Context: an optimization exercise on an open-source flow, tuned for small area, a short achievable clock period and few clock cycles. The choices shown serve that exercise and are no tape-out recipe.
Only simulation tests tie the RTL to the original design; equivalence was not proved.
Power figures rest on the tool's default switching activity, not on a simulated workload.

==> flow/design.v <==
module p_addsub (
input  wire [31:0]  lhs             ,  
input  wire [31:0]  rhs             ,  
input  wire [ 4:0]  pw              ,  
input  wire [ 0:0]  cin             ,  
input  wire [ 0:0]  sub             ,  
input  wire         c_en            ,  
output wire [32:0]  c_out           ,  
output wire [31:0]  result             
);
wire pw_32 = pw[0];
wire pw_16 = pw[1];
wire pw_8  = pw[2];
wire pw_4  = pw[3];
wire pw_2  = pw[4];
(*keep*)
    /*verilator lint_off UNOPTFLAT*/
wire [31:0] carry_mask;
wire [32:0] carry_chain;
/*verilator lint_on UNOPTFLAT*/
assign c_out[32] = carry_chain[32];
assign      carry_chain[0] = sub || cin;
wire [31:0] rhs_m          = sub ? ~rhs : rhs;
assign carry_mask[ 0] = c_en && 1'b1;
assign carry_mask[ 1] = c_en && !pw_2;
assign carry_mask[ 2] = c_en && 1'b1;
assign carry_mask[ 3] = c_en && !pw_2 && !pw_4;
assign carry_mask[ 4] = c_en && 1'b1;
assign carry_mask[ 5] = c_en && !pw_2;
assign carry_mask[ 6] = c_en && 1'b1;
assign carry_mask[ 7] = c_en && !pw_2 && !pw_4 && !pw_8;
assign carry_mask[ 8] = c_en && 1'b1;
assign carry_mask[ 9] = c_en && !pw_2;
assign carry_mask[10] = c_en && 1'b1;
assign carry_mask[11] = c_en && !pw_2 && !pw_4;
assign carry_mask[12] = c_en && 1'b1;
assign carry_mask[13] = c_en && !pw_2;
assign carry_mask[14] = c_en && 1'b1;
assign carry_mask[15] = c_en && !pw_2 && !pw_4 && !pw_8 && !pw_16;
assign carry_mask[16] = c_en && 1'b1;
assign carry_mask[17] = c_en && !pw_2;
assign carry_mask[18] = c_en && 1'b1;
assign carry_mask[19] = c_en && !pw_2 && !pw_4;
assign carry_mask[20] = c_en && 1'b1;
assign carry_mask[21] = c_en && !pw_2;
assign carry_mask[22] = c_en && 1'b1;
assign carry_mask[23] = c_en && !pw_2 && !pw_4 && !pw_8;
assign carry_mask[24] = c_en && 1'b1;
assign carry_mask[25] = c_en && !pw_2;
assign carry_mask[26] = c_en && 1'b1;
assign carry_mask[27] = c_en && !pw_2 && !pw_4;
assign carry_mask[28] = c_en && 1'b1;
assign carry_mask[29] = c_en && !pw_2;
assign carry_mask[30] = c_en && 1'b1;
assign carry_mask[31] = c_en && !pw_2 && !pw_4 && !pw_8 && !pw_16;
genvar i;
generate for(i = 0; i < 32; i = i + 1) begin
    wire   c_in     = carry_chain[i];
    wire   carry    = (lhs[i] && rhs_m[i]) || (c_in && (lhs[i]^rhs_m[i]));
    assign c_out[i] = carry;
    wire   force_carry = sub && (
        (i == 15 && pw_16) ||  
        (i ==  7 && pw_8 ) ||
        (i == 15 && pw_8 ) ||
        (i == 23 && pw_8 ) ||
        (i ==  3 && pw_4 ) ||
        (i ==  7 && pw_4 ) ||
        (i == 11 && pw_4 ) ||
        (i == 15 && pw_4 ) ||
        (i == 19 && pw_4 ) ||
        (i == 23 && pw_4 ) ||
        (i == 27 && pw_4 ) ||
        (i ==  1 && pw_2 ) ||
        (i ==  3 && pw_2 ) ||
        (i ==  5 && pw_2 ) ||
        (i ==  7 && pw_2 ) ||
        (i ==  9 && pw_2 ) ||
        (i == 11 && pw_2 ) ||
        (i == 13 && pw_2 ) ||
        (i == 15 && pw_2 ) ||
        (i == 17 && pw_2 ) ||
        (i == 19 && pw_2 ) ||
        (i == 21 && pw_2 ) ||
        (i == 23 && pw_2 ) ||
        (i == 25 && pw_2 ) ||
        (i == 27 && pw_2 ) ||
        (i == 29 && pw_2 ) );
    assign carry_chain[i+1] = (carry && carry_mask[i]) || force_carry;
    assign result[i] = lhs[i] ^ rhs_m[i] ^ c_in;
end endgenerate
endmodule
module xc_malu_mul (
input  wire [31:0]  rs1             ,
input  wire [31:0]  rs2             ,
input  wire [ 5:0]  count           ,
input  wire [63:0]  acc             ,
input  wire [31:0]  arg_0           ,
input  wire         carryless       ,
input  wire         pw_32           ,  
input  wire         pw_16           ,  
input  wire         pw_8            ,  
input  wire         pw_4            ,  
input  wire         pw_2            ,  
input  wire         lhs_sign        ,
input  wire         rhs_sign        ,
output wire [31:0]  padd_lhs        ,  
output wire [31:0]  padd_rhs        ,  
output wire         padd_sub        ,  
output wire         padd_cin        ,  
output wire         padd_cen        ,  
input  wire [32:0]  padd_cout       ,
input  wire [31:0]  padd_result     ,
output wire [63:0]  n_acc           ,
output wire [31:0]  n_arg_0         ,
output wire         ready           
);
assign ready             = count == {pw_32, pw_16, pw_8, pw_4, pw_2,1'b0};
wire          add_en     = arg_0[0];
wire          sub_last   = rs2[31] && count == 31 && rhs_sign && |rs1;
wire [32:0]   add_lhs    = {lhs_sign && acc[63], acc[63:32]};
wire [32:0]   add_rhs    = add_en ? {lhs_sign && rs1[31], rs1} : 0 ;
assign        padd_lhs   = add_lhs[31:0];
assign        padd_rhs   = add_rhs[31:0];
assign        padd_sub   = sub_last;
assign        padd_cin   = 1'b0;
assign        padd_cen   = !carryless;
wire          add_32     = carryless ? 1'b0 :
                           add_lhs[32] + 
                           add_rhs[32] +
                           sub_last    + padd_cout[31];
wire   [32:0] add_result = {add_32, padd_result};
assign n_acc             = {add_result, acc[31:1]};
assign n_arg_0           = {1'b0, arg_0[31:1]};
endmodule
module xc_malu_divrem (
input  wire         clock           ,
input  wire         resetn          ,
input  wire [31:0]  rs1             ,
input  wire [31:0]  rs2             ,
input  wire         valid           ,
input  wire         op_signed       ,
input  wire         flush           ,
input  wire [ 5:0]  count           ,
input  wire [63:0]  acc             ,  
input  wire [31:0]  arg_0           ,  
input  wire [31:0]  arg_1           ,  
output wire [63:0]  n_acc           ,
output wire [31:0]  n_arg_0         ,
output wire [31:0]  n_arg_1         ,
output wire         ready           
);
reg         div_run     ;
wire        div_finished= (div_run && count == 32);
assign      ready       = div_finished;
wire        signed_lhs  = (op_signed) && rs1[31];
wire        signed_rhs  = (op_signed) && rs2[31];
wire        div_start   = valid     && !div_run;
wire [31:0] qmask       = (32'b1<<31  ) >> count  ;
wire        div_less    = acc <= {32'b0,arg_0};
wire [31:0] sub_result = arg_0 - acc[31:0];
wire [63:0] divisor_start = 
    {(signed_rhs ? -{rs2[31],rs2} : {1'b0,rs2}), 31'b0};
assign      n_acc       = div_start    ? divisor_start  :
                                         acc >> 1       ;
assign      n_arg_0     = div_start ? (signed_lhs ? -rs1 : rs1) :
                          div_less  ? sub_result                :
                                      arg_0                     ;
assign      n_arg_1     = div_start           ? 0               :
                          div_run && div_less ? arg_1 | qmask   :
                                                arg_1           ;
always @(posedge clock) begin
    if(!resetn   || flush) begin
        div_run  <= 1'b0;
    end else if(div_start) begin
        div_run  <= 1'b1;
    end else if(div_run) begin
        if(div_finished) begin
            div_run  <= 1'b0;
        end
    end
end
endmodule
module xc_malu_pmul (
input  wire [31:0]  rs1             ,
input  wire [31:0]  rs2             ,
input  wire [ 5:0]  count           ,
input  wire [63:0]  acc             ,
input  wire [31:0]  arg_0           ,
input  wire         carryless       ,
input  wire         pw_16           ,  
input  wire         pw_8            ,  
input  wire         pw_4            ,  
input  wire         pw_2            ,  
output wire [31:0]  padd_lhs        ,  
output wire [31:0]  padd_rhs        ,  
output wire [ 0:0]  padd_sub        ,  
output wire         padd_cen        ,
input       [32:0]  padd_cout       ,  
input       [31:0]  padd_result     ,  
output wire [63:0]  n_acc   ,
output wire [31:0]  n_arg_0         ,
output wire [63:0]  result          ,
output wire         ready        
);
wire [5:0] counter_finish = {1'b0,pw_16,pw_8,pw_4,pw_2,1'b0};
assign n_arg_0   = {1'b0, arg_0[31:1]};
assign ready     = count == counter_finish;
assign padd_cen  = !carryless;
wire add_en_16_0    = arg_0[ 0];
wire add_en_16_1    = arg_0[16];
wire add_en_8_0     = arg_0[ 0];
wire add_en_8_1     = arg_0[ 8];
wire add_en_8_2     = arg_0[16];
wire add_en_8_3     = arg_0[24];
wire add_en_4_0     = arg_0[ 0];
wire add_en_4_1     = arg_0[ 4];
wire add_en_4_2     = arg_0[ 8];
wire add_en_4_3     = arg_0[12];
wire add_en_4_4     = arg_0[16];
wire add_en_4_5     = arg_0[20];
wire add_en_4_6     = arg_0[24];
wire add_en_4_7     = arg_0[28];
wire add_en_2_0     = arg_0[ 0];
wire add_en_2_1     = arg_0[ 2];
wire add_en_2_2     = arg_0[ 4];
wire add_en_2_3     = arg_0[ 6];
wire add_en_2_4     = arg_0[ 8];
wire add_en_2_5     = arg_0[10];
wire add_en_2_6     = arg_0[12];
wire add_en_2_7     = arg_0[14];
wire add_en_2_8     = arg_0[16];
wire add_en_2_9     = arg_0[18];
wire add_en_2_10    = arg_0[20];
wire add_en_2_11    = arg_0[22];
wire add_en_2_12    = arg_0[24];
wire add_en_2_13    = arg_0[26];
wire add_en_2_14    = arg_0[28];
wire add_en_2_15    = arg_0[30];
wire [15:0] addm_16_0   = {16{add_en_16_0}};
wire [15:0] addm_16_1   = {16{add_en_16_1}};
wire [31:0] addm_16     = {addm_16_1, addm_16_0};
wire [ 7:0] addm_8_0    = {8{add_en_8_0}};
wire [ 7:0] addm_8_1    = {8{add_en_8_1}};
wire [ 7:0] addm_8_2    = {8{add_en_8_2}};
wire [ 7:0] addm_8_3    = {8{add_en_8_3}};
wire [31:0] addm_8      = {addm_8_3, addm_8_2,addm_8_1, addm_8_0};
wire [ 3:0] addm_4_0    = {4{add_en_4_0}};
wire [ 3:0] addm_4_1    = {4{add_en_4_1}};
wire [ 3:0] addm_4_2    = {4{add_en_4_2}};
wire [ 3:0] addm_4_3    = {4{add_en_4_3}};
wire [ 3:0] addm_4_4    = {4{add_en_4_4}};
wire [ 3:0] addm_4_5    = {4{add_en_4_5}};
wire [ 3:0] addm_4_6    = {4{add_en_4_6}};
wire [ 3:0] addm_4_7    = {4{add_en_4_7}};
wire [31:0] addm_4      = {addm_4_7, addm_4_6,addm_4_5, addm_4_4,
                           addm_4_3, addm_4_2,addm_4_1, addm_4_0};
wire [ 1:0] addm_2_0    = {2{add_en_2_0 }};
wire [ 1:0] addm_2_1    = {2{add_en_2_1 }};
wire [ 1:0] addm_2_2    = {2{add_en_2_2 }};
wire [ 1:0] addm_2_3    = {2{add_en_2_3 }};
wire [ 1:0] addm_2_4    = {2{add_en_2_4 }};
wire [ 1:0] addm_2_5    = {2{add_en_2_5 }};
wire [ 1:0] addm_2_6    = {2{add_en_2_6 }};
wire [ 1:0] addm_2_7    = {2{add_en_2_7 }};
wire [ 1:0] addm_2_8    = {2{add_en_2_8 }};
wire [ 1:0] addm_2_9    = {2{add_en_2_9 }};
wire [ 1:0] addm_2_10   = {2{add_en_2_10}};
wire [ 1:0] addm_2_11   = {2{add_en_2_11}};
wire [ 1:0] addm_2_12   = {2{add_en_2_12}};
wire [ 1:0] addm_2_13   = {2{add_en_2_13}};
wire [ 1:0] addm_2_14   = {2{add_en_2_14}};
wire [ 1:0] addm_2_15   = {2{add_en_2_15}};
wire [31:0] addm_2      = {addm_2_15, addm_2_14, addm_2_13, addm_2_12, 
                           addm_2_11, addm_2_10, addm_2_9 , addm_2_8 ,
                           addm_2_7 , addm_2_6 , addm_2_5 , addm_2_4 ,
                           addm_2_3 , addm_2_2 , addm_2_1 , addm_2_0 };
wire [31:0] padd_mask   =   {32{pw_16}} & addm_16   |
                            {32{pw_8 }} & addm_8    |
                            {32{pw_4 }} & addm_4    |
                            {32{pw_2 }} & addm_2    ;
wire [31:0] padd_lhs_16 = {acc[63:48], acc[31:16]};
wire [31:0] padd_lhs_8  =
    {acc[63:56], acc[47:40], acc[31:24], acc[15:8]};
wire [31:0] padd_lhs_4  = 
    {acc[63:60], acc[55:52], acc[47:44], acc[39:36], 
     acc[31:28], acc[23:20], acc[15:12], acc[ 7: 4]};
wire [31:0] padd_lhs_2  =
    {acc[63:62], acc[59:58], acc[55:54], acc[51:50], 
     acc[47:46], acc[43:42], acc[39:38], acc[35:34], 
     acc[31:30], acc[27:26], acc[23:22], acc[19:18], 
     acc[15:14], acc[11:10], acc[ 7: 6], acc[ 3: 2]};
assign padd_lhs    = 
    {32{pw_16}} & padd_lhs_16 |
    {32{pw_8 }} & padd_lhs_8  |
    {32{pw_4 }} & padd_lhs_4  |
    {32{pw_2 }} & padd_lhs_2  ;
assign padd_rhs    = rs1 & padd_mask;
assign        padd_sub    = 1'b0;
wire [31:0] cadd_carry  = 32'b0; 
wire [31:0] add_result =  padd_result;
wire [31:0] add_carry  =  padd_cout [31:0] ;
wire [63:0] n_acc_16 = 
                        {add_carry[31],add_result[31:16],acc[47:33], 
                         add_carry[15],add_result[15: 0],acc[15:1 ]};
wire [63:0] n_acc_8  =
                        {add_carry[31],add_result[31:24],acc[55:49], 
                         add_carry[23],add_result[23:16],acc[39:33], 
                         add_carry[15],add_result[15: 8],acc[23:17], 
                         add_carry[ 7],add_result[ 7: 0],acc[ 7: 1]};
wire [63:0] n_acc_4  =
                        {add_carry[31],add_result[31:28],acc[59:57], 
                         add_carry[27],add_result[27:24],acc[51:49], 
                         add_carry[23],add_result[23:20],acc[43:41], 
                         add_carry[19],add_result[19:16],acc[35:33], 
                         add_carry[15],add_result[15:12],acc[27:25], 
                         add_carry[11],add_result[11: 8],acc[19:17], 
                         add_carry[ 7],add_result[ 7: 4],acc[11: 9], 
                         add_carry[ 3],add_result[ 3: 0],acc[ 3: 1]};
wire [63:0] n_acc_2  =
                        {add_carry[31],add_result[31:30],acc[61], 
                         add_carry[29],add_result[29:28],acc[57], 
                         add_carry[27],add_result[27:26],acc[53], 
                         add_carry[25],add_result[25:24],acc[49], 
                         add_carry[23],add_result[23:22],acc[45], 
                         add_carry[21],add_result[21:20],acc[41], 
                         add_carry[19],add_result[19:18],acc[37], 
                         add_carry[17],add_result[17:16],acc[33], 
                         add_carry[15],add_result[15:14],acc[29], 
                         add_carry[13],add_result[13:12],acc[25], 
                         add_carry[11],add_result[11:10],acc[21], 
                         add_carry[ 9],add_result[ 9: 8],acc[17], 
                         add_carry[ 7],add_result[ 7: 6],acc[13], 
                         add_carry[ 5],add_result[ 5: 4],acc[ 9], 
                         add_carry[ 3],add_result[ 3: 2],acc[ 5], 
                         add_carry[ 1],add_result[ 1: 0],acc[ 1]};
assign n_acc = 
    {64{pw_16}} & n_acc_16 |
    {64{pw_8 }} & n_acc_8  |
    {64{pw_4 }} & n_acc_4  |
    {64{pw_2 }} & n_acc_2  ;
wire [31:0]  pmul_result_0_16 = {acc[32+:16],acc[0 +:16]};
wire [31:0]  pmul_result_1_16 = {acc[48+:16],acc[16+:16]};
wire [31:0]  pmul_result_0_8  = {acc[48+: 8],acc[32+: 8],
                                 acc[16+: 8],acc[0 +: 8]};
wire [31:0]  pmul_result_1_8  = {acc[56+: 8],acc[40+: 8],
                                 acc[24+: 8],acc[ 8+: 8]};
wire [31:0]  pmul_result_0_4  = {acc[56+: 4],acc[48+: 4],
                                 acc[40+: 4],acc[32+: 4],
                                 acc[24+: 4],acc[16+: 4],
                                 acc[ 8+: 4],acc[ 0+: 4]};
wire [31:0]  pmul_result_1_4  = {acc[60+: 4],acc[52+: 4],
                                 acc[44+: 4],acc[36+: 4],
                                 acc[28+: 4],acc[20+: 4],
                                 acc[12+: 4],acc[ 4+: 4]};
wire [31:0]  pmul_result_0_2  = {acc[60+: 2],acc[56+: 2],
                                 acc[52+: 2],acc[48+: 2],
                                 acc[44+: 2],acc[40+: 2],
                                 acc[36+: 2],acc[32+: 2],
                                 acc[28+: 2],acc[24+: 2],
                                 acc[20+: 2],acc[16+: 2],
                                 acc[12+: 2],acc[ 8+: 2],
                                 acc[ 4+: 2],acc[ 0+: 2]};
wire [31:0]  pmul_result_1_2  = {acc[62+: 2],acc[58+: 2],
                                 acc[54+: 2],acc[50+: 2],
                                 acc[46+: 2],acc[42+: 2],
                                 acc[38+: 2],acc[34+: 2],
                                 acc[30+: 2],acc[26+: 2],
                                 acc[22+: 2],acc[18+: 2],
                                 acc[14+: 2],acc[10+: 2],
                                 acc[ 6+: 2],acc[ 2+: 2]};
wire [31:0] pmul_result_0     = {32{pw_16}} & pmul_result_0_16 |
                                {32{pw_8 }} & pmul_result_0_8  |
                                {32{pw_4 }} & pmul_result_0_4  |
                                {32{pw_2 }} & pmul_result_0_2  ;
wire [31:0] pmul_result_1     = {32{pw_16}} & pmul_result_1_16 |
                                {32{pw_8 }} & pmul_result_1_8  |
                                {32{pw_4 }} & pmul_result_1_4  |
                                {32{pw_2 }} & pmul_result_1_2  ;
assign result = {pmul_result_1, pmul_result_0};
endmodule
module xc_malu_muldivrem (
input  wire         clock           ,
input  wire         resetn          ,
input  wire [31:0]  rs1             , 
input  wire [31:0]  rs2             , 
input  wire [31:0]  rs3             , 
input  wire         flush           ,  
input  wire         valid           ,  
input  wire         do_div          , 
input  wire         do_divu         , 
input  wire         do_rem          , 
input  wire         do_remu         , 
input  wire         do_mul          , 
input  wire         do_mulu         , 
input  wire         do_mulsu        , 
input  wire         do_clmul        , 
input  wire         do_pmul         , 
input  wire         do_pclmul       , 
input  wire         pw_32           ,  
input  wire         pw_16           ,  
input  wire         pw_8            ,  
input  wire         pw_4            ,  
input  wire         pw_2            ,  
input  wire [ 5:0]  count           ,  
input  wire [63:0]  acc             ,  
input  wire [31:0]  arg_0           ,  
input  wire [31:0]  arg_1           ,  
output wire [63:0]  n_acc           ,  
output wire [31:0]  n_arg_0         ,  
output wire [31:0]  n_arg_1         ,  
output wire [31:0]  padd_lhs        ,  
output wire [31:0]  padd_rhs        ,  
output wire         padd_sub        ,  
output wire         padd_cin        ,  
output wire         padd_cen        ,  
input  wire [32:0]  padd_cout       ,
input  wire [31:0]  padd_result     ,
output wire [63:0]  result          ,  
output wire         ready              
);
wire route_div = do_div || do_divu   || do_rem   || do_remu     ;
wire route_mul = do_mul || do_mulu   || do_mulsu || do_clmul    ;
wire route_pmul= do_pmul|| do_pclmul ;
wire         mul_carryless= do_clmul || do_pclmul;
wire         mul_lhs_sign = do_mul   || do_mulsu ;
wire         mul_rhs_sign = do_mul               ;
wire [31:0]  mul_padd_lhs        ;  
wire [31:0]  mul_padd_rhs        ;  
wire         mul_padd_sub        ;  
wire         mul_padd_cin        ;  
wire         mul_padd_cen        ;  
wire [63:0]  mul_n_acc           ;
wire [31:0]  mul_n_arg_0         ;
wire         mul_ready           ;
wire [63:0]  mul_result   = acc;
wire         div_outsign  = do_div && (rs1[31] != rs2[31]) && |rs2;
wire         rem_outsign  = do_rem && rs1[31];
wire         result_div   = do_div || do_divu;
wire         result_rem   = do_rem || do_remu;
wire         div_signed   = do_div || do_rem  ;
wire [31:0]  div_padd_lhs        ;  
wire [31:0]  div_padd_rhs        ;  
wire [ 0:0]  div_padd_sub        ;  
wire [63:0]  div_n_acc           ;
wire [31:0]  div_n_arg_0         ;
wire [31:0]  div_n_arg_1         ;
wire         div_ready           ;
wire [31:0]  arg_sel             = result_div ? arg_1 : arg_0;
wire         arg_sel_neg         = div_outsign && result_div ||
                                   rem_outsign && result_rem ;
wire [63:0]  divrem_result       = {32'b0,arg_sel_neg ? -arg_sel : arg_sel};
wire [31:0]  pmul_padd_lhs       ;  
wire [31:0]  pmul_padd_rhs       ;  
wire [ 0:0]  pmul_padd_sub       ;  
wire         pmul_padd_cen       ;
wire [63:0]  pmul_n_acc          ;
wire [31:0]  pmul_n_arg_0        ;
wire [31:0]  pmul_n_arg_1        ;
wire [63:0]  pmul_result         ;
wire         pmul_ready          ;
assign n_acc    = {64{route_pmul}} & pmul_n_acc    |
                  {64{route_mul }} &  mul_n_acc    |
                  {64{route_div }} &  div_n_acc    ;
assign n_arg_0  = {32{route_pmul}} & pmul_n_arg_0  |
                  {32{route_mul }} &  mul_n_arg_0  |
                  {32{route_div }} &  div_n_arg_0  ;
assign n_arg_1  =                     div_n_arg_1  ;
assign padd_lhs = {32{route_pmul}} & pmul_padd_lhs |
                  {32{route_mul }} &  mul_padd_lhs ;
assign padd_rhs = {32{route_pmul}} & pmul_padd_rhs |
                  {32{route_mul }} &  mul_padd_rhs ;
assign padd_sub =     route_pmul  && pmul_padd_sub ||
                      route_mul   &&  mul_padd_sub  ;
assign padd_cin =     route_mul   &&  mul_padd_cin ||
                      route_pmul  &&  1'b0         ;
assign padd_cen =     route_mul   &&  mul_padd_cen ||
                      route_pmul  &&  pmul_padd_cen;
assign result   =                    pmul_result   |
                  {64{route_mul }} &  mul_result   |
                  {64{route_div }} & divrem_result ;
assign ready    =     route_pmul  && pmul_ready    ||
                      route_mul   &&  mul_ready    ||
                      route_div   &&  div_ready    ;
xc_malu_mul i_xc_malu_mul (
.rs1        (rs1            ),
.rs2        (rs2            ),
.count      (count          ),
.acc        (acc            ),
.arg_0      (arg_0          ),
.carryless  (mul_carryless  ),
.pw_32      (pw_32          ),  
.pw_16      (pw_16          ),  
.pw_8       (pw_8           ),  
.pw_4       (pw_4           ),  
.pw_2       (pw_2           ),  
.lhs_sign   (mul_lhs_sign   ),
.rhs_sign   (mul_rhs_sign   ),
.padd_lhs   (mul_padd_lhs   ),  
.padd_rhs   (mul_padd_rhs   ),  
.padd_sub   (mul_padd_sub   ),  
.padd_cin   (mul_padd_cin   ),  
.padd_cen   (mul_padd_cen   ),  
.padd_cout  (padd_cout      ),  
.padd_result(padd_result    ),  
.n_acc      (mul_n_acc      ),
.n_arg_0    (mul_n_arg_0    ),
.ready      (mul_ready      )
);
xc_malu_divrem i_xc_malu_divrem (
.clock      (clock       ),
.resetn     (resetn      ),
.rs1        (rs1         ),
.rs2        (rs2         ),
.valid      (valid       ),
.op_signed  (div_signed  ),
.flush      (flush       ),
.count      (count       ),
.acc        (acc         ),  
.arg_0      (arg_0       ),  
.arg_1      (arg_1       ),  
.n_acc      (div_n_acc   ),
.n_arg_0    (div_n_arg_0 ),
.n_arg_1    (div_n_arg_1 ),
.ready      (div_ready   )
);
xc_malu_pmul i_malu_pmul(
.rs1        (rs1            ),
.rs2        (rs2            ),
.count      (count          ),
.acc        (acc            ),
.arg_0      (arg_0          ),
.carryless  (mul_carryless  ),
.pw_16      (pw_16          ),  
.pw_8       (pw_8           ),  
.pw_4       (pw_4           ),  
.pw_2       (pw_2           ),  
.padd_lhs   (pmul_padd_lhs  ),  
.padd_rhs   (pmul_padd_rhs  ),  
.padd_sub   (pmul_padd_sub  ),  
.padd_cen   (pmul_padd_cen  ),  
.padd_cout  (padd_cout      ),  
.padd_result(padd_result    ),  
.n_acc      (pmul_n_acc     ),
.n_arg_0    (pmul_n_arg_0   ),
.result     (pmul_result    ),
.ready      (pmul_ready     ) 
);
endmodule
module xc_malu_long (
input  wire [31:0]  rs1             , 
input  wire [31:0]  rs2             , 
input  wire [31:0]  rs3             , 
input  wire         fsm_init        ,
input  wire         fsm_mdr         ,
input  wire         fsm_msub_1      ,
input  wire         fsm_macc_1      ,
input  wire         fsm_mmul_1      ,
input  wire         fsm_mmul_2      ,
input  wire         fsm_done        ,
input  wire [63:0]  acc             ,
input  wire [ 0:0]  carry           ,
input  wire [ 5:0]  count           ,
output wire [31:0]  padd_lhs        ,  
output wire [31:0]  padd_rhs        ,  
output wire         padd_cin        ,  
output wire [ 0:0]  padd_sub        ,  
input       [32:0]  padd_cout       ,  
input       [31:0]  padd_result     ,  
input  wire         uop_madd        , 
input  wire         uop_msub        , 
input  wire         uop_macc        , 
input  wire         uop_mmul        , 
output wire         n_carry         ,
output wire [63:0]  n_acc           ,
output wire [63:0]  result          ,
output wire         ready           
);
wire [32:0] msub_lhs_0 = {1'b0,rs1};
wire [32:0] msub_lhs_1 = acc[32:0];
wire [32:0] msub_rhs_0 = {1'b0,rs2};
wire [32:0] msub_rhs_1 = {32'b0, rs3[0]};
wire [32:0] msub_lhs   = fsm_msub_1 ? msub_lhs_1 : msub_lhs_0;
wire [32:0] msub_rhs   = fsm_msub_1 ? msub_rhs_1 : msub_rhs_0;
wire [32:0] sub_result = $unsigned(msub_lhs) - 
                         $unsigned(msub_rhs) ;
wire [31:0] macc_lhs_0 = rs2;
wire [31:0] macc_lhs_1 = rs1;
wire [31:0] macc_rhs_0 = rs3;
wire [31:0] macc_rhs_1 = {31'b0, carry};
wire [31:0] macc_lhs   = fsm_init ? macc_lhs_0 : macc_lhs_1;
wire [31:0] macc_rhs   = fsm_init ? macc_rhs_0 : macc_rhs_1;
wire [63:0] macc_acc_0 = {acc[63:32]    , padd_result  };
wire [63:0] macc_acc_1 = {padd_result   , acc[31:0]    };
wire [63:0] macc_n_acc = fsm_macc_1 ? macc_acc_1 : macc_acc_0;
wire [31:0] mmul_lhs_0 = rs3;
wire [31:0] mmul_lhs_1 = acc[63:32];
wire [31:0] mmul_rhs_0 = acc[31:0];
wire [31:0] mmul_rhs_1 = {31'b0, carry};
wire [31:0] mmul_lhs   = fsm_mmul_2 ? mmul_lhs_0 : mmul_lhs_1;
wire [31:0] mmul_rhs   = fsm_mmul_2 ? mmul_rhs_0 : mmul_rhs_1;
wire [63:0] mmul_acc_0 = {acc[63:32]    , padd_result  };
wire [63:0] mmul_acc_1 = {padd_result   , acc[31:0]    };
wire [63:0] mmul_n_acc = fsm_mmul_2 ? mmul_acc_0 : mmul_acc_1;
assign padd_lhs     = {32{uop_madd}} & rs1      |
                      {32{uop_macc}} & macc_lhs |
                      {32{uop_mmul}} & mmul_lhs ;
assign padd_rhs     = {32{uop_madd}} & rs2      |
                      {32{uop_macc}} & macc_rhs |
                      {32{uop_mmul}} & mmul_rhs ;
assign padd_sub     = 1'b0;
assign padd_cin     = uop_madd  && rs3[0]               ;
assign n_carry      = padd_cout[32]                 ;
assign n_acc        = {64{uop_madd}} & {acc[63:32], padd_result} |
                      {64{uop_msub}} & {31'b0, sub_result      } |
                      {64{uop_macc}} & {macc_n_acc             } |
                      {64{uop_mmul}} & {mmul_n_acc             } ;
wire   result_acc   = uop_msub || uop_macc || uop_mmul;
assign result       = {64{uop_madd}} & {31'b0, padd_cout[31], padd_result} |
                      {64{result_acc}} & {acc                            } ;
assign ready        = uop_madd;
endmodule
module xc_malu (
input  wire         clock           ,
input  wire         resetn          ,
input  wire [31:0]  rs1             , 
input  wire [31:0]  rs2             , 
input  wire [31:0]  rs3             , 
input  wire         flush           ,  
input  wire [31:0]  flush_data      ,  
input  wire         valid           ,  
input  wire         uop_div         , 
input  wire         uop_divu        , 
input  wire         uop_rem         , 
input  wire         uop_remu        , 
input  wire         uop_mul         , 
input  wire         uop_mulu        , 
input  wire         uop_mulsu       , 
input  wire         uop_clmul       , 
input  wire         uop_pmul        , 
input  wire         uop_pclmul      , 
input  wire         uop_madd        , 
input  wire         uop_msub        , 
input  wire         uop_macc        , 
input  wire         uop_mmul        , 
input  wire         pw_32           ,  
input  wire         pw_16           ,  
input  wire         pw_8            ,  
input  wire         pw_4            ,  
input  wire         pw_2            ,  
output wire [63:0]  result          ,  
output wire         ready              
);
wire fsm_init;
wire fsm_mdr;
wire fsm_msub_1;
wire fsm_macc_1;
wire fsm_mmul_1;
wire fsm_mmul_2;
wire fsm_mmul_3;
wire fsm_done;
wire ld_mdr;
wire ld_long;
wire         insn_divrem     =
    uop_div    || uop_divu   || uop_rem    || uop_remu    ;
wire         insn_mdr        =
    insn_divrem   ||
    uop_mul    || uop_mulu   || uop_mulsu  || uop_clmul  ||
    uop_pmul   || uop_pclmul ; 
wire         insn_long       =
    uop_madd   || uop_msub   || uop_macc   || uop_mmul    ;
wire         do_div          = uop_div   ; 
wire         do_divu         = uop_divu  ; 
wire         do_rem          = uop_rem   ; 
wire         do_remu         = uop_remu  ; 
wire         do_mul          = uop_mul   ; 
wire         do_mulu         = uop_mulu  || (uop_mmul && fsm_init || fsm_mmul_1);
wire         do_mulsu        = uop_mulsu ; 
wire         do_clmul        = uop_clmul ; 
wire         do_pmul         = uop_pmul  ; 
wire         do_pclmul       = uop_pclmul; 
wire [63:0]  mdr_n_acc       ;  
wire [31:0]  mdr_n_arg_0     ;  
wire [31:0]  mdr_n_arg_1     ;  
wire [31:0]  mdr_padd_lhs    ;  
wire [31:0]  mdr_padd_rhs    ;  
wire         mdr_padd_sub    ;  
wire         mdr_padd_cin    ;  
wire         mdr_padd_cen    ;  
wire [63:0]  mdr_result      ;  
wire         mdr_ready       ;  
wire [31:0]  long_padd_lhs     ;  
wire [31:0]  long_padd_rhs     ;  
wire         long_padd_cin     ;  
wire [ 0:0]  long_padd_sub     ;  
wire         long_n_carry      ;
wire [63:0]  long_n_acc        ;
wire [63:0]  long_result       ;
wire         long_ready        ;
assign       result  =                    mdr_result |
                                         long_result ;
wire [31:0] padd_lhs =                    mdr_padd_lhs |
                       {32{ld_long  }} & long_padd_lhs ;
wire [31:0] padd_rhs =                    mdr_padd_rhs |
                       {32{ld_long  }} & long_padd_rhs ;
wire        padd_sub =                    mdr_padd_sub ||
                           ld_long    && long_padd_sub ;
wire        padd_cin =                    mdr_padd_cin ||
                           ld_long    && long_padd_cin ;
wire        padd_cen =                    mdr_padd_cen ||
                           ld_long    &&          1'b1 ;
wire [ 4:0] padd_pw  = {pw_2, pw_4, pw_8, pw_16, pw_32};
wire [32:0] padd_cout   ;
wire [31:0] padd_result ;
reg [7:0] fsm;
reg [7:0] n_fsm;
localparam FSM_INIT     = 8'b00000001;
localparam FSM_MDR      = 8'b00000010;
localparam FSM_MSUB_1   = 8'b00000100;
localparam FSM_MACC_1   = 8'b00001000;
localparam FSM_MMUL_1   = 8'b00010000;
localparam FSM_MMUL_2   = 8'b00100000;
localparam FSM_MMUL_3   = 8'b01000000;
localparam FSM_DONE     = 8'b10000000;
assign fsm_init   = fsm[0];
assign fsm_mdr    = fsm[1];
assign fsm_msub_1 = fsm[2];
assign fsm_macc_1 = fsm[3];
assign fsm_mmul_1 = fsm[4];
assign fsm_mmul_2 = fsm[5];
assign fsm_mmul_3 = fsm[6];
assign fsm_done   = fsm[7];
always @(*) begin 
    n_fsm = FSM_INIT;
case(fsm)
    FSM_INIT: begin
        if(valid) begin
            if     (insn_mdr && !uop_mmul) n_fsm = FSM_MDR   ;
            else if(uop_msub             ) n_fsm = FSM_MSUB_1;
            else if(uop_macc             ) n_fsm = FSM_MACC_1;
            else if(uop_mmul             ) n_fsm = FSM_MMUL_1;
        end else begin
            n_fsm = FSM_INIT  ;
        end
    end
    FSM_MDR  : begin
        if(mdr_ready) n_fsm = FSM_DONE ;
        else          n_fsm = FSM_MDR  ;
    end
    FSM_MSUB_1: begin
        n_fsm = FSM_DONE;
    end
    FSM_MACC_1: begin
        n_fsm = FSM_DONE;
    end
    FSM_MMUL_1: begin
        if(mdr_ready) n_fsm = FSM_MMUL_2;
        else          n_fsm = FSM_MMUL_1;
    end
    FSM_MMUL_2: begin
        n_fsm = FSM_MMUL_3;
    end
    FSM_MMUL_3: begin
        n_fsm = FSM_DONE;
    end
    FSM_DONE  : begin
        n_fsm = FSM_DONE;
    end
    default: n_fsm = FSM_INIT;
endcase end
always @(posedge clock) begin
    if(!resetn || flush) begin
        fsm <= FSM_INIT;
    end else begin
        fsm <= n_fsm;
    end
end
reg  [ 5:0] count    ;    
wire [ 5:0] n_count  = count + 1;
wire        count_en = fsm_mdr || (fsm_init && uop_mmul && valid);
reg  [63:0] acc         ;  
assign ld_mdr   = insn_mdr  ||  ((fsm_init||fsm_mmul_1) && uop_mmul);
assign ld_long  = insn_long && !((fsm_init||fsm_mmul_1) && uop_mmul);
wire [63:0] n_acc    = {64{ld_mdr   }} &  mdr_n_acc  |
                       {64{ld_long  }} & long_n_acc  ;
reg  [31:0] arg_0       ;  
wire [31:0] n_arg_0  = {32{ld_mdr   }} &  mdr_n_arg_0;
reg  [31:0] arg_1       ;  
wire [31:0] n_arg_1  =                    mdr_n_arg_1;
reg         carry       ;
wire        n_carry  = insn_long && long_n_carry     ;
wire        ld_on_init = insn_divrem || (insn_long && !uop_mmul);
wire        reg_ld_en  = count_en               ||
                         insn_long              ;
always @(posedge clock) begin
    if(!resetn || flush) begin
        count <= 0;
        acc   <= {flush_data, flush_data};
        arg_0 <= flush_data;
        arg_1 <= flush_data;
        carry <= 0;
    end else if(fsm_init && valid) begin
        acc   <= ld_on_init ? n_acc  : 0     ;
        arg_0 <= ld_on_init ? n_arg_0 : rs2   ;
        arg_1 <= n_arg_1;
        carry <= n_carry;
        if(count_en) begin
            count <= n_count;
        end
    end else if(reg_ld_en && !ready && !fsm_done && valid) begin
        count <= n_count;
        acc   <= n_acc  ;
        arg_0 <= n_arg_0 ;
        arg_1 <= n_arg_1 ;
        carry <= n_carry;
    end
end
assign ready = insn_mdr     && mdr_ready    ||
               insn_long    && long_ready   ||
               fsm_done                     ;
p_addsub i_p_addsub(
.lhs     (padd_lhs   ),  
.rhs     (padd_rhs   ),  
.pw      (padd_pw    ),  
.cin     (padd_cin   ),  
.sub     (padd_sub   ),  
.c_en    (padd_cen   ),  
.c_out   (padd_cout  ),  
.result  (padd_result)   
);
xc_malu_muldivrem i_malu_muldivrem (
.clock      (clock          ),
.resetn     (resetn         ),
.rs1        (rs1            ), 
.rs2        (rs2            ), 
.rs3        (rs3            ), 
.flush      (flush          ),  
.valid      (valid          ),  
.do_div     (do_div         ), 
.do_divu    (do_divu        ), 
.do_rem     (do_rem         ), 
.do_remu    (do_remu        ), 
.do_mul     (do_mul         ), 
.do_mulu    (do_mulu        ), 
.do_mulsu   (do_mulsu       ), 
.do_clmul   (do_clmul       ), 
.do_pmul    (do_pmul        ), 
.do_pclmul  (do_pclmul      ), 
.pw_32      (pw_32          ),  
.pw_16      (pw_16          ),  
.pw_8       (pw_8           ),  
.pw_4       (pw_4           ),  
.pw_2       (pw_2           ),  
.count      (count          ),  
.acc        (acc            ),  
.arg_0      (arg_0          ),  
.arg_1      (arg_1          ),  
.n_acc      (mdr_n_acc      ),  
.n_arg_0    (mdr_n_arg_0    ),  
.n_arg_1    (mdr_n_arg_1    ),  
.padd_lhs   (mdr_padd_lhs   ),  
.padd_rhs   (mdr_padd_rhs   ),  
.padd_sub   (mdr_padd_sub   ),  
.padd_cin   (mdr_padd_cin   ),  
.padd_cen   (mdr_padd_cen   ),  
.padd_cout  (padd_cout      ),
.padd_result(padd_result    ),
.result     (mdr_result     ),  
.ready      (mdr_ready      )   
);
xc_malu_long i_xc_malu_long (
.rs1            (rs1                ), 
.rs2            (rs2                ), 
.rs3            (rs3                ), 
.fsm_init       (fsm_init           ),
.fsm_mdr        (fsm_mdr            ),
.fsm_msub_1     (fsm_msub_1         ),
.fsm_macc_1     (fsm_macc_1         ),
.fsm_mmul_1     (fsm_mmul_1         ),
.fsm_mmul_2     (fsm_mmul_2         ),
.fsm_done       (fsm_done           ),
.acc            (acc                ),
.carry          (carry              ),
.count          (count              ),
.padd_lhs       (long_padd_lhs      ),  
.padd_rhs       (long_padd_rhs      ),  
.padd_cin       (long_padd_cin      ),  
.padd_sub       (long_padd_sub      ),  
.padd_cout      (padd_cout          ),  
.padd_result    (padd_result        ),  
.uop_madd       (uop_madd           ), 
.uop_msub       (uop_msub           ), 
.uop_macc       (uop_macc           ), 
.uop_mmul       (uop_mmul           ), 
.n_carry        (long_n_carry       ),
.n_acc          (long_n_acc         ),
.result         (long_result        ),
.ready          (long_ready         )
);
endmodule
==> flow/run.sh <==
#!/bin/bash
# synth_recipe.tcl (not shown) runs the flow's synth.tcl, then flattens the netlist and writes it again
# the make line also repeats each setting of config.mk as NAME=value (left out here)
make -C /OpenROAD-flow-scripts/flow DESIGN_CONFIG=/design/flow/config.mk WORK_HOME=/design/flow/orfs CLKGATE_MAP_FILE= SYNTH_SCRIPT=/design/flow/synth_recipe.tcl finish
==> flow/config.mk <==
export PLATFORM = sky130hd
export DESIGN_NAME = xc_malu
export DESIGN_NICKNAME = xc_malu
export VERILOG_FILES = /design/flow/design.v
export SDC_FILE = /design/flow/constraint.sdc
export NUM_CORES = 4
export LEC_CHECK = 0
export CAP_MARGIN = 20
export CORE_MARGIN = 2
export CORE_UTILIZATION = 40
export SLEW_MARGIN = 20
==> flow/constraint.sdc <==
create_clock -name core_clock -period 32.0 [get_ports {clock}]
set_input_delay 6.4000 -clock core_clock [delete_from_list [all_inputs] [get_ports {clock}]]
set_output_delay 6.4000 -clock core_clock [all_outputs]
set_load 0.01 [all_outputs]
==> run notes <==
* Status: timing/DRC/antenna clean
* Internal at 0.6061 mW
* Worst-Skew Late Latency at 510 ps
* Routed WL at 153.9 mm
* Filler cells at 5,385
* Drt pass-1 iters at 13
* Share of cells above drive strength 1 at 15.51%
* Cell repeated most along the worst path: fa_2
* Hold Path Sink: carry
* F_max at 0.03155 GHz
* Post-Syn Area per Cell at 7.546 um2
* Fin crit period at 31,700 ps
* Detailed-placement wirelength estimate at 116.7 mm
* Vias in the first global route at 27.15k
* Cell Pwr Density at 46.05 mW/mm2
* CP max-delay cell: or4_4
* Final setup viols at 0
* Rel. slew slack at 9.165%
* Die Ht at 238.7 um
* Area growth, synth to finish at 22.10%
* Rows at 86
* Post-Syn Nets at 3,210
* Synth Cell Area at 0.02204 mm2
* NetSw at 0.6334 mW
* Antenna Nets Post-Route at 0
* DRC at 0
* Initial antenna violation count at 9
* Starting DRT DRC Count at 6,757
* Gate Count Post-Synth at 2,921
* Largest delay share family, worst path: adder cells
* Worst r2r dst: acc[31]
* Initial Utilization at 40.25%
* Yosys warns at 2
* Max VDD drop at 38.15 uV
* Hold path cells at 2
* RSZ-0062 raised after global routing: true
* Commonest non-fill, non-tap cell in the layout: nand2_1
* Max-Cap Viols at 0
* Final core occ at 49.14%
* Most frequent cells in the layout: nand2_1 (291), o21ai_0 (282), buf_4 (255)
* Worst path bufs/invs at 6
* Routability cong. at 1.086
* Worst-path clk slew at 70 ps
* Final Hold Viols at 0
* Vias per Instance at 7.556
* Crit path max fanout at 4
* Reg2reg path depth at 82
* Power share of the clock group at 18.4%
* CTS Buffer Depth at 2
* R2r setup slk at 13,040 ps
* CP Capture Type: primary output
* CTS buffer count at 17
* Largest net degree at the start of global routing at 59
* Worst-Margin Slew at 1358 ps
* Vias at 29.04k
* Switching portion of total power at 51.10%
* Final period util at 99.06%
* CP Data Required Time at 25,600 ps
* Fin. max-slew vios at 0
* GRT Resource Usage Total at 52.52%
* Flop pwr share at 22.2%
* Core area at 0.05477 mm2
* Die X at 238.7 um
* Ports at 216
* Worst R2R Start: fsm[5]
* H-tree levels at 4
* HP Class: reg -> reg
* Multi-input logic area at 0.01669 mm2
* CP arrival at 25,300 ps
* Power, Total at 1.240 mW
* Root Driver: clkbuf_16
* First-pass GRT wire length at 209.0 mm
* Logic pwr share at 59.4%
* # clock sinks at 144
* Reg area at 0.004167 mm2
* Setup Skew at 20.11 ps
* Startpoint types: input pin
* GRT overflow at 0
* Worst path max stage delay at 510 ps
* P_leak at 10.66 nW
* Hold path start: carry
* Wire per inst at 40.04 um
* Crit path kind: in -> out
* Die area at 0.05700 mm2
* IO buf count at 215
* Nets@finish at 3,410
* TritonCTS clock tree: built
==> registers in the layout, summed over array words and instances (netlist names) <==
register / flops
fsm: 8
arg_0: 32
carry: 1
arg_1: 32
i_malu_muldivrem.i_xc_malu_divrem.div_run: 1
count: 6
acc: 64
==> area by class of cell <==
type | instances | share of cell area, %
Antenna cell | 6 | 0.05579
Multi-Input combinational cell | 2368 | 62.02
Clock inverter | 15 | 0.6229
Inverter | 116 | 1.636
Tap cell | 704 | 3.273
Sequential cell | 144 | 15.48
Clock buffer | 17 | 1.581
Timing Repair Buffer | 474 | 15.33
==> per-stage QoR <==
step	TNS [ps]	hold slack [ps]	setup slack, ps	cells	cell area [um2]
3_3_place_gp	-6789	493.1	-1821	3791	25890
4_1_cts	0	512.1	34.02	3830	26740
6_report	0	518.8	301.8	3844	26910
2_1_floorplan	0	439.9	6.615	2921	22090
5_1_grt	-125.8	548.2	-66.06	3838	26900
3_5_place_dp	-7486	503.2	-1983	3791	25890
==> worst reg2reg max path: cells and delay by family (launching register included) <==
family | cells | cell delay (ps)
AO/OA/AOI/OAI | 13 | 2420
XOR/XNOR | 1 | 220
adder cells (fa/ha/maj) | 32 | 11440
buffers and inverters | 3 | 380
flip-flops | 1 | 720
multiplexers | 1 | 410
AND/OR/NAND/NOR | 32 | 3190
==> how the worst max path moves through the flow <==
| stage | from | end | slack, ps | cells past startpoint |
|---|---|---|---|---|
| floorplan | rs1[7] | result[31] | 7 | 86 |
| global placement | rs1[9] | result[31] | -1820 | 87 |
| detailed placement | rs1[7] | result[31] | -1980 | 87 |
| CTS | rs1[8] | result[31] | 30 | 87 |
| global route | rs1[4] | result[30] | -70 | 87 |
| finish | rs1[4] | result[31] | 300 | 88 |
==> per-layer routing <==
metal | routed length (um) | global-route usage [%] | share of wire [%]
met3 | 26160 | 25.76 | 17
met2 | 59960 | 72.65 | 39
met1 | 55900 | 64.88 | 36
met5 | 51 | 0.5195 | 0.033
met4 | 11840 | 31.89 | 7.7
==> power by group through the flow <==
stage	sequential, mW	clock (mW)	combinational [mW]
after global routing	0.275	0.229	0.747
after CTS	0.271	0.223	0.681
final	0.276	0.228	0.736
after global placement	0.275	0	0.665
after detailed placement	0.275	0	0.665
after floorplan	0.250	0	0.371
==> timing repair <==
item | CTS | global route
pin swaps | 46 | 19
hold buffers | 0 | 0
setup buffers | 7 | 7
gates cloned | 0 | 0
resized for setup | 80 | 24
endpoints found under the setup margin | 6 | 5
Testbench counts, summed over its fixed seeds: cycles 114,485.

static timing again, ports no longer ideal:
No port has a modelled driver above. Below, the same layout with a new extraction and two added sets of constraints.
Step 1 sets driving cells, clkbuf_16 on the clock port and buf_2 on the other inputs (assumed; they add their load-dependent delay and slew).
Step 2 moves the port delays by t, midway between the first and last clock arrival at a register: inputs arrive t later, outputs are due t later. That takes back most of the time a late clock gives input paths.
Three values: no drivers, after step 1, after step 2; two values: the first two.
t (ns): 0.577
slack for setup (ns): 0.302 / 0.283 / 0.283
hold WS [ns]: 0.519 / 0.519 / 0.519
worst setup path after step 2: input to output
After both steps this run still meets setup and hold. The setup slack of this run moves by -0.019 ns with the drivers and by -0.019 ns with both steps.
